This design comes from an exercise in tuning for small area on the open sky130 flow, not from production work.
Function was checked by simulation only, so behaviour that the tests miss may differ from the original.

==> flow/design.v (excerpt) <==
module complex_multiplier #(parameter INPUT_DATA_WIDTH = 16)
    (
        input  wire                                    i_clk,
        input  wire                                    i_rst,
        input  wire signed [INPUT_DATA_WIDTH-1:0]      i_real_h,
        input  wire signed [INPUT_DATA_WIDTH-1:0]      i_imag_h,
        input  wire signed [INPUT_DATA_WIDTH-1:0]      i_real_y,
        input  wire signed [INPUT_DATA_WIDTH-1:0]      i_imag_y,
        output reg  signed [INPUT_DATA_WIDTH*2:0]      o_real,
        output reg  signed [INPUT_DATA_WIDTH*2:0]      o_imag
    );
==> flow/config.mk <==
export PLATFORM = sky130hd
export DESIGN_NAME = complex_multiplier
export DESIGN_NICKNAME = complex_multiplier
export VERILOG_FILES = /design/flow/design.v
export SDC_FILE = /design/flow/constraint.sdc
export NUM_CORES = 4
export LEC_CHECK = 0
export ABC_AREA = 1
export CAP_MARGIN = 20
export CORE_MARGIN = 2
export CORE_UTILIZATION = 40
export CTS_BUF_LIST = sky130_fd_sc_hd__clkbuf_8
export SLEW_MARGIN = 20
export SYNTH_HIERARCHICAL = 1
export SYNTH_MINIMUM_KEEP_SIZE = 0
export BUFFER_PORTS_ARGS = -buffer_cell sky130_fd_sc_hd__buf_1
==> flow/constraint.sdc <==
create_clock -name core_clock -period 10.0 [get_ports {i_clk}]
set_input_delay 2.0000 -clock core_clock [delete_from_list [all_inputs] [get_ports {i_clk}]]
set_output_delay 2.0000 -clock core_clock [all_outputs]
set_load 0.01 [all_outputs]
standard.sh (not shown) runs the stock make flow with config.mk's settings and CLKGATE_MAP_FILE= SYNTH_SCRIPT=/design/flow/synth_recipe.tcl, a recipe that flattens the netlist after the stock synthesis.
==> flow/flow/run.sh <==
#!/bin/bash
# Layout flow: the standard flow (standard.sh), except that the port
# buffers use the smallest buffer cell, sky130_fd_sc_hd__buf_1.
set -euo pipefail
echo 'export BUFFER_PORTS_ARGS = -buffer_cell sky130_fd_sc_hd__buf_1' >> config.mk
bash standard.sh > standard.log 2>&1
The starting point ran to the end with no violations.
Then changed:
==> flow/flow/run.sh (replaced) <==
#!/bin/bash
# Layout flow: the standard flow (standard.sh), except that
#  - the port buffers use the smallest buffer cell, sky130_fd_sc_hd__buf_1;
#  - clock tree synthesis uses clkbuf_8 buffers and inserts no dummy loads.
set -euo pipefail
echo 'export BUFFER_PORTS_ARGS = -buffer_cell sky130_fd_sc_hd__buf_1' >> config.mk
echo 'export CTS_ARGS = -sink_clustering_enable -repair_clock_nets -buf_list sky130_fd_sc_hd__clkbuf_8 -dont_use_dummy_load -sink_clustering_size 25 -sink_clustering_max_diameter 80' >> config.mk
bash standard.sh > standard.log 2>&1
- CTS_ARGS: unset -> -sink_clustering_enable -repair_clock_nets -buf_list sky130_fd_sc_hd__clkbuf_8 -dont_use_dummy_load -sink_clustering_size 25 -sink_clustering_max_diameter 80
The new run produced a clean layout.
Cell area shrinks by about 0.8%.
Die area does not change.
Synthesized area is unchanged.
Via count shrinks by about 0.36%.
Hold slack is worse by 0.0031 ns.
Clock-buffer cell count stays the same.
Core utilization shrinks by 0.35 points.
Setup slack barely changes.
Then changed:
==> flow/flow/run.sh (replaced) <==
#!/bin/bash
# Layout flow: the standard flow (standard.sh), except that the port
# buffers use the smallest buffer cell, sky130_fd_sc_hd__buf_1.
set -euo pipefail
echo 'export BUFFER_PORTS_ARGS = -buffer_cell sky130_fd_sc_hd__buf_1' >> config.mk
bash standard.sh > standard.log 2>&1
- CAP_MARGIN: 20 -> 0
- CTS_ARGS: -sink_clustering_enable -repair_clock_nets -buf_list sky130_fd_sc_hd__clkbuf_8 -dont_use_dummy_load -sink_clustering_size 25 -sink_clustering_max_diameter 80 -> unset
- SLEW_MARGIN: 20 -> 0
=> Global-route usage hardly moves; fmax barely changes; clock skew shrinks by 0.027 ns; die area stays the same; worst setup slack hardly moves.
Then changed:
==> flow/flow/run.sh (replaced) <==
#!/bin/bash
# Layout flow: the standard flow (standard.sh), except that
#  - the port buffers use the smallest buffer cell, sky130_fd_sc_hd__buf_1;
#  - clock tree synthesis uses clkbuf_8 buffers and inserts no dummy loads.
set -euo pipefail
echo 'export BUFFER_PORTS_ARGS = -buffer_cell sky130_fd_sc_hd__buf_1' >> config.mk
echo 'export CTS_ARGS = -sink_clustering_enable -repair_clock_nets -buf_list sky130_fd_sc_hd__clkbuf_8 -dont_use_dummy_load' >> config.mk
bash standard.sh > standard.log 2>&1
- CAP_MARGIN: 0 -> 20
- CTS_ARGS: unset -> -sink_clustering_enable -repair_clock_nets -buf_list sky130_fd_sc_hd__clkbuf_8 -dont_use_dummy_load
- SLEW_MARGIN: 0 -> 20
=> Clock-buffer cell count is unchanged. Setup slack stays flat. Cell area is lower by about 0.8%. Non-clock buffer count stays the same. First-iteration DRC count rises by about 9%.

* * *

complex_multiplier, a different RTL version from the one above (not shown whole).
Size in the first run: roughly 170 flip-flops, roughly 130 I/O pins.
## complex_multiplier
module complex_multiplier #(parameter INPUT_DATA_WIDTH = 16)
    (
        input  wire                                    i_clk,
        input  wire                                    i_rst,
        input  wire signed [INPUT_DATA_WIDTH-1:0]      i_real_h,
        input  wire signed [INPUT_DATA_WIDTH-1:0]      i_imag_h,
        input  wire signed [INPUT_DATA_WIDTH-1:0]      i_real_y,
        input  wire signed [INPUT_DATA_WIDTH-1:0]      i_imag_y,
        output wire signed [INPUT_DATA_WIDTH*2:0]      o_real,
        output reg  signed [INPUT_DATA_WIDTH*2:0]      o_imag
    );
clock: 10.0 ns
lec_check: 0
abc_area: 1
cap_margin: 20
core_margin: 2
core_utilization: 40
cts_buf_list: sky130_fd_sc_hd__clkbuf_8
slew_margin: 20
synth_hierarchical: 1
synth_minimum_keep_size: 0
buffer_ports_args: -buffer_cell sky130_fd_sc_hd__buf_1
cts_args: -sink_clustering_enable -repair_clock_nets -buf_list sky130_fd_sc_hd__clkbuf_8 -dont_use_dummy_load
gpl_keep_overflow: 0
==> flow/flow/run.sh <==
#!/bin/bash
# Layout flow: the standard flow (standard.sh), except that
#  - the port buffers use the smallest buffer cell, sky130_fd_sc_hd__buf_1;
#  - clock tree synthesis uses clkbuf_8 buffers and inserts no dummy loads;
#  - timing-driven global placement does not keep the buffers and resizing
#    of its internal timing repair (repair_timing after CTS and global
#    routing still fixes any real violation).
set -euo pipefail
echo 'export BUFFER_PORTS_ARGS = -buffer_cell sky130_fd_sc_hd__buf_1' >> config.mk
echo 'export CTS_ARGS = -sink_clustering_enable -repair_clock_nets -buf_list sky130_fd_sc_hd__clkbuf_8 -dont_use_dummy_load' >> config.mk
echo 'export GPL_KEEP_OVERFLOW = 0' >> config.mk
bash standard.sh > standard.log 2>&1
Then changed:
--- a/flow/flow/run.sh
+++ b/flow/flow/run.sh
@@ -4,4 +4 @@
-#  - clock tree synthesis uses clkbuf_8 buffers and inserts no dummy loads;
-#  - timing-driven global placement does not keep the buffers and resizing
-#    of its internal timing repair (repair_timing after CTS and global
-#    routing still fixes any real violation).
+#  - clock tree synthesis uses clkbuf_8 buffers and inserts no dummy loads.
@@ -11 +7,0 @@
-echo 'export GPL_KEEP_OVERFLOW = 0' >> config.mk
--- a/flow/config.mk
+++ b/flow/config.mk
@@ -11 +11 @@
-export CORE_UTILIZATION = 40
+export CORE_UTILIZATION = 60
@@ -18 +17,0 @@
-export GPL_KEEP_OVERFLOW = 0
Result: Register-to-register slack is better by 0.27 ns. Routed wire length shrinks by 1.0%.
Then changed:
--- a/flow/config.mk
+++ b/flow/config.mk
@@ -11 +11 @@
-export CORE_UTILIZATION = 60
+export CORE_UTILIZATION = 40
After rerunning: Flip-flop and latch count does not change; utilization goes down by 21 points; worst hold slack is better by 0.067 ns; synthesized area is unchanged; die area goes up by 49%; cell count goes up by 9.2%.
Then changed:
==> flow/flow/run.sh (replaced) <==
#!/bin/bash
# Layout flow: the standard flow (standard.sh), except that
#  - the port buffers use the smallest buffer cell, sky130_fd_sc_hd__buf_1;
#  - clock tree synthesis uses a clkbuf_8 root and clkbuf_4 or clkbuf_8 buffers and inserts no dummy loads;
#  - timing-driven global placement does not keep the buffers and resizing
#    of its internal timing repair (repair_timing after CTS and global
#    routing still fixes any real violation).
set -euo pipefail
echo 'export BUFFER_PORTS_ARGS = -buffer_cell sky130_fd_sc_hd__buf_1' >> config.mk
echo "export CTS_ARGS = -sink_clustering_enable -repair_clock_nets -root_buf sky130_fd_sc_hd__clkbuf_8 -buf_list {sky130_fd_sc_hd__clkbuf_4 sky130_fd_sc_hd__clkbuf_8} -dont_use_dummy_load" >> config.mk
echo 'export GPL_KEEP_OVERFLOW = 0' >> config.mk
bash standard.sh > standard.log 2>&1
--- a/flow/config.mk
+++ b/flow/config.mk
@@ -17 +17,2 @@
-export CTS_ARGS = -sink_clustering_enable -repair_clock_nets -buf_list sky130_fd_sc_hd__clkbuf_8 -dont_use_dummy_load
+export CTS_ARGS = -sink_clustering_enable -repair_clock_nets -root_buf sky130_fd_sc_hd__clkbuf_8 -buf_list {sky130_fd_sc_hd__clkbuf_4 sky130_fd_sc_hd__clkbuf_8} -dont_use_dummy_load
+export GPL_KEEP_OVERFLOW = 0
Effect:
- The changed run completed without violations
- hold slack is worse by 0.050 ns
- via count drops by 0.86%
- routed wire length falls by about 1.5%
- final cell count fell by 1.6%
- sequential cell count is unchanged
- synthesized area does not change

port drivers added, routing unchanged:
The results above use ideal ports. As a check the final layouts listed here were re-extracted and re-timed, cells and wires unchanged. Step 1 (the two cells are an assumption about what drives the block):
set clk [get_ports {i_clk}]
set_driving_cell -lib_cell sky130_fd_sc_hd__clkbuf_16 $clk
set_driving_cell -lib_cell sky130_fd_sc_hd__buf_2 [delete_from_list [all_inputs] $clk]
Step 2, shift: input delay + t, output delay - t, t = (earliest + latest rising clock arrival at the registers) / 2. This alone moves slack from input paths to output paths. Three values: no drivers, after step 1, after step 2; two values: the first two.
run | t, ns | setup WS [ns] | worst setup path at the end | worst register clock-pin slew, ns
the first run of note 1 | 0.626 | 0.737 / 0.737 / 0.737 | register to register | 0.11 / 0.11
the second run of note 1 | 0.605 | 0.735 / 0.735 / 0.735 | register to register | 0.11 / 0.11
the third run of note 1 | 0.626 | 0.737 / 0.737 / 0.737 | register to register | 0.11 / 0.11
the fourth run of note 1 | 0.605 | 0.735 / 0.735 / 0.735 | register to register | 0.11 / 0.11
the first run of note 2 | 0.623 | 0.481 / 0.481 / 0.481 | register to register | 0.11 / 0.11
the second run of note 2 | 0.632 | 0.752 / 0.752 / 0.752 | register to register | 0.10 / 0.10
the third run of note 2 | 0.623 | 0.867 / 0.867 / 0.867 | register to register | 0.11 / 0.11
the fourth run of note 2 | 0.623 | 0.481 / 0.481 / 0.481 | register to register | 0.11 / 0.11
After both steps every run listed still meets setup and hold.
